This design comes from an exercise in tuning for small area, a short achievable clock period and few clock cycles on the open sky130 flow, not from production work.
In this exercise RTL edits were held to simulation tests only and were not proved equivalent to the original.

Design veryl_Core, start of the top module:
module veryl_Core (
    input logic i_clk,
    input logic i_rst,
    output logic [32-1:0] o_imem_addr ,
    input  logic [48-1:0] i_imem_rdata,
    output logic [1-1:0]  o_imem_we   ,
    output logic [32-1:0] o_imem_waddr,
    output logic [8-1:0]  o_imem_wdata,
    output logic [32-1:0] o_dmem_addr ,
    output logic [1-1:0]  o_dmem_re   ,
    output logic [4-1:0]  o_dmem_wmask,
    output logic [32-1:0] o_dmem_wdata,
    input  logic [32-1:0] i_dmem_rdata,
    output logic [32-1:0] o_io_addr  ,
    output logic [1-1:0]  o_io_rd    ,
    input  logic [1-1:0]  i_io_rvalid,
    input  logic [32-1:0] i_io_rdata ,
    output logic [1-1:0]  o_io_wr    ,
    output logic [32-1:0] o_io_wdata ,
    input  logic [1-1:0]  i_io_wready
);
    localparam logic [32-1:0] IROM_BASE = 32'h8000_0004;
    logic [32-1:0] m_regfile [1:32-1];
    logic [32-1:0] r_pc_f;    
    logic [32-1:0] r_pc_d;    
    logic [1-1:0]  r_v_d ;    
    logic [1-1:0]  r_fall_d;  
    logic [1-1:0]  r_v_e      ;
    logic [1-1:0]  r_we_e     ;
    logic [5-1:0]  r_rd_e     ;
    logic [32-1:0] r_a_e      ;
    logic [32-1:0] r_addr_e   ;  
    logic [32-1:0] r_b_e      ;  
    logic [5-1:0]  r_shamt_e  ;  
    logic [32-1:0] r_s_e      ;  
    logic [32-1:0] r_tgt_e    ;  
    logic [1-1:0]  r_sub_e    ;
    logic [1-1:0]  r_sel_sum_e;
    logic [1-1:0]  r_sel_and_e;
    logic [1-1:0]  r_sel_or_e ;
    logic [1-1:0]  r_sel_xor_e;
    logic [1-1:0]  r_sel_sh_e ;
    logic [1-1:0]  r_sh_l_e   ;
    logic [1-1:0]  r_sh_a_e   ;
    logic [1-1:0]  r_link_e   ;
    logic [1-1:0]  r_ld_e     ;
    logic [3-1:0]  r_ldk_e    ;
    logic [4-1:0]  r_mask_e   ;
    logic [1-1:0]  r_isb_e    ;
    logic [1-1:0]  r_in_e     ;
    logic [1-1:0]  r_out_e    ;
    logic [1-1:0]  r_jal_e    ;  
    logic [1-1:0]  r_pred_e   ;  
    logic [1-1:0]  r_br_e     ;
    logic [2-1:0]  r_brk_e    ;
    logic [1-1:0]  r_we_w ;
    logic [5-1:0]  r_rd_w ;
    logic [32-1:0] r_res_w;
    logic [1-1:0]  r_ld_w ;
    logic [3-1:0]  r_ldk_w;
    logic [32-1:0] w_ld_val;
    logic [32-1:0] w_val_w ;
    always_comb begin
        case (r_ldk_w)
            3'd1   : w_ld_val = {{16{i_dmem_rdata[15]}}, i_dmem_rdata[15:0]};
  ...
export LEC_CHECK = 0
export CAP_MARGIN = 20
export CORE_MARGIN = 2
export CORE_UTILIZATION = 40
export PLACE_DENSITY = 0.6
export SLEW_MARGIN = 20
export SYNTH_HIERARCHICAL = 1
export SYNTH_MINIMUM_KEEP_SIZE = 0
create_clock -name core_clock -period 14.0 [get_ports {i_clk}]
standard.sh (not shown) runs the stock make flow with config.mk's settings and CLKGATE_MAP_FILE= SYNTH_SCRIPT=/design/flow/synth_recipe.tcl, a recipe that flattens the netlist after the stock synthesis.
==> flow/flow/run.sh <==
#!/bin/bash
# The standard layout (standard.sh, unchanged synthesis and steps) with two
# changes to how the layout is made:
#  - the resizer's setup repair aims at a larger slack margin, so that it keeps
#    shortening the paths well below the 14 ns clock;
#  - every input and output port still gets its own buffer, but a plain buffer
#    cell rather than the delay cell buffer_ports picks by default.
# Each tool's output goes to its own log file in the work folder.
set -euo pipefail
export SETUP_SLACK_MARGIN=8
export BUFFER_PORTS_ARGS="-buffer_cell sky130_fd_sc_hd__buf_2"
bash standard.sh synth > synth.log 2>&1
bash standard.sh > layout.log 2>&1
The starting point produced a clean layout.
Testbench counts at the start, summed over its fixed seeds: cycles 123,669.
Next try:
Settings changed: CORE_UTILIZATION 40 to 50, PLACE_DENSITY 0.6 to 0.65.
What happened: Sequential share of layout area went up by 0.61 points. First-iteration DRC count went down by 11%. Setup slack loses 0.026 ns. Core utilization went up by 11 points. Via count went down by 1.2%.

separate check: timing with driven ports:
The flow's constraints put no driver on any port. The routed layouts listed below were extracted and timed again, unchanged, in two steps.
Step 1, drivers: a clkbuf_16 drives i_clk and a buf_2 each remaining input, both assumed.
Step 2 times the ports against the registers' clock, not the clock port: input delays grow and output delays shrink by t, the midpoint of the rising clock arrivals with the driver on.
a / b / c = ideal ports / drivers / drivers and shift; a / b = the first two.
run | t (ns) | setup WS [ns] | worst setup path at the end | clock arrival spread, ns | slew at the worst register clock pin (ns)
the first run | 0.913 | 7.731 / 7.476 / 6.563 | input to register | 0.067 / 0.068 | 0.07 / 0.07
the second run | 0.887 | 7.706 / 7.541 / 6.654 | input to register | 0.053 / 0.053 | 0.08 / 0.08
After both steps every run listed still meets setup and hold. The setup slack of the first run, which loses most, moves by -0.255 ns with the drivers and by -1.168 ns with both steps.
